This design comes from an exercise in tuning for small area on the open sky130 flow, not from production work. In this exercise RTL edits were held to simulation tests only and were not proved equivalent to the original. Power figures rest on the tool's default switching activity, not on a simulated workload.

Design mmu_top, start of the top module:
module mmu_top
    #(
        parameter int MATRIX_WIDTH = 6
    )(
        input   logic clk,
        input   logic rst,
        input   logic enable,
        input   logic [8*MATRIX_WIDTH-1:0] weight_data,
        input   logic weight_signed,
        input   logic load_weight,
        input   logic [7:0] weight_addr,
        input   logic activate_weight,
        input   logic [8*MATRIX_WIDTH-1:0] data_in,
        input   logic data_signed,
        output  logic [32*MATRIX_WIDTH-1:0] result
    );
    logic [8*MATRIX_WIDTH-1:0] sds_systolic_output_n;
    systolic_data_setup_unit #(
        .MATRIX_WIDTH(MATRIX_WIDTH)
    ) systolic_data_setup_unit_tpu_core (
        .clk                (clk),
        .enable             (enable),
        .data_in            (data_in),
        .systolic_data_out_n (sds_systolic_output_n)
    );
    matrix_multiply_unit #(
        .MATRIX_WIDTH(MATRIX_WIDTH)
    ) matrix_multiply_unit_tpu_core (
        .clk                (clk),
        .rst                (rst),
        .enable             (enable),
        .weight_data        (weight_data),
        .weight_signed      (weight_signed),
        .systolic_data_n    (sds_systolic_output_n),
        .systolic_signed    (data_signed),
        .activate_weight    (activate_weight),
        .load_weight        (load_weight),
        .weight_addr        (weight_addr),
        .result             (result)
    );
endmodule
clock: 7.0 ns
lec_check: 0
cap_margin: 10
core_margin: 2
core_utilization: 65
slew_margin: 10
synth_hierarchical: 1
synth_minimum_keep_size: 0
standard.sh (not shown) runs the stock make flow with config.mk's settings and CLKGATE_MAP_FILE= SYNTH_SCRIPT=/design/flow/synth_recipe.tcl, a recipe that flattens the netlist after the stock synthesis.
==> flow/flow/run.sh <==
#!/bin/bash
# Layout flow: the standard flow (standard.sh, unchanged synthesis, floorplan,
# power grid, placement, routing) with two settings changed:
#  - the port buffers that global placement inserts on every input and output are
#    the smallest buffer, sky130_fd_sc_hd__buf_1 (repair may still resize them);
#  - clock tree synthesis clusters up to 28 sinks within 100 um per clkbuf_16 leaf
#    buffer and inserts no dummy loads.
# Each make step's full log stays in orfs/logs/; standard.sh's own output is in flow.log.
set -euo pipefail
cd "$(dirname "$0")/.."
bash standard.sh \
  "BUFFER_PORTS_ARGS=-buffer_cell sky130_fd_sc_hd__buf_1" \
  "CTS_ARGS=-sink_clustering_enable -repair_clock_nets -sink_clustering_size 28 -sink_clustering_max_diameter 100 -buf_list sky130_fd_sc_hd__clkbuf_16 -dont_use_dummy_load" \
  finish > flow.log 2>&1
test -s out/final.def
The first run went through all stages and came out clean.
Next try:
- CORE_UTILIZATION: 65 -> 75
First-iteration DRC count came out lower by 1.4%. Total power falls by 0.69%. Register-to-register slack is worse by 0.19 ns.


## rev 12
Another version of the RTL of mmu_top (not shown whole).
For scale: ~11000 cells after synthesis, ~1600 flip-flops, about 300 I/O pins, about 150000 um^2 of cells after synthesis.
export LEC_CHECK = 0
export CAP_MARGIN = 20
export CORE_MARGIN = 2
export CORE_UTILIZATION = 55
export CTS_BUF_LIST = sky130_fd_sc_hd__clkbuf_4 sky130_fd_sc_hd__clkbuf_8
export SLEW_MARGIN = 20
export SYNTH_HIERARCHICAL = 1
export SYNTH_MINIMUM_KEEP_SIZE = 0
create_clock -name core_clock -period 7.0 [get_ports {clk}]
run.sh (not shown) runs the stock make flow with config.mk's settings and CLKGATE_MAP_FILE= SYNTH_SCRIPT=/design/flow/synth_recipe.tcl, a recipe that flattens the netlist after the stock synthesis.
Stock flow here: none of the scripts above is used.
Rev 12 closes out successfully: all stages finished, all timing, DRC and antenna checks passed.
For rev 13, these inputs were changed with respect to rev 12:
--- a/flow/config.mk
+++ b/flow/config.mk
@@ -8,6 +8,5 @@
 export CAP_MARGIN = 20
 export CORE_MARGIN = 2
-export CORE_UTILIZATION = 55
-export CTS_BUF_LIST = sky130_fd_sc_hd__clkbuf_4 sky130_fd_sc_hd__clkbuf_8
+export CORE_UTILIZATION = 40
 export SLEW_MARGIN = 20
 export SYNTH_HIERARCHICAL = 1
==> run notes <==
[compare] base=rev 12 new=rev 13: setup slack shows an increase of 120 ps, count of standard-cell rows rose about 18%, number of global-route vias before repair rose 1082, headroom to the max-slew limit shrank by 1.2 points. Met1 demand-to-capacity share in global routing (higher): rev 12. Rev 12 vs rev 13, uppermost layer routed: met5 vs met4. Looking at area inside the core boundary, rev 13 sits about 40% higher than rev 12 does. Worst hold slack (rev 13 over rev 12): decrease, 8.0 ps. The run showing the greater final-layout clock buffer total is rev 12. [diff] setup slack after placement, rev 13 relative to rev 12: improvement. Compared with rev 12, rev 13 shows a higher worst-case vdd ir drop.

port drivers added, routing unchanged:
Ports are ideal in the flow. The routed layouts listed here were re-timed in OpenROAD.
Step 1: set_driving_cell puts a clkbuf_16 on clk and a buf_2 on each other input, an assumption about the parent block.
Step 2, shift: input delay + t, output delay - t, t = (earliest + latest rising clock arrival at the registers) / 2. This alone moves slack from input paths to output paths.
a / b / c = ideal / step 1 / step 2; a / b = the first two.
run	shift t [ns]	setup WS [ns]	hold WS [ns]	worst register clock-pin slew, ns	worst slew at a driven data input, ns
the first run of note 1	0.812	1.243 / 1.243 / 1.243	0.327 / 0.327 / 0.327	0.11 / 0.11	0.13
the second run of note 1	0.811	1.054 / 1.054 / 1.054	0.397 / 0.397 / 0.397	0.12 / 0.12	0.11
rev 12	1.033	1.200 / 1.200 / 1.200	0.386 / 0.386 / 0.386	0.07 / 0.07	0.10
rev 13	0.963	1.320 / 1.320 / 1.320	0.378 / 0.378 / 0.378	0.07 / 0.07	0.17
After both steps setup and hold are still met in every run listed.
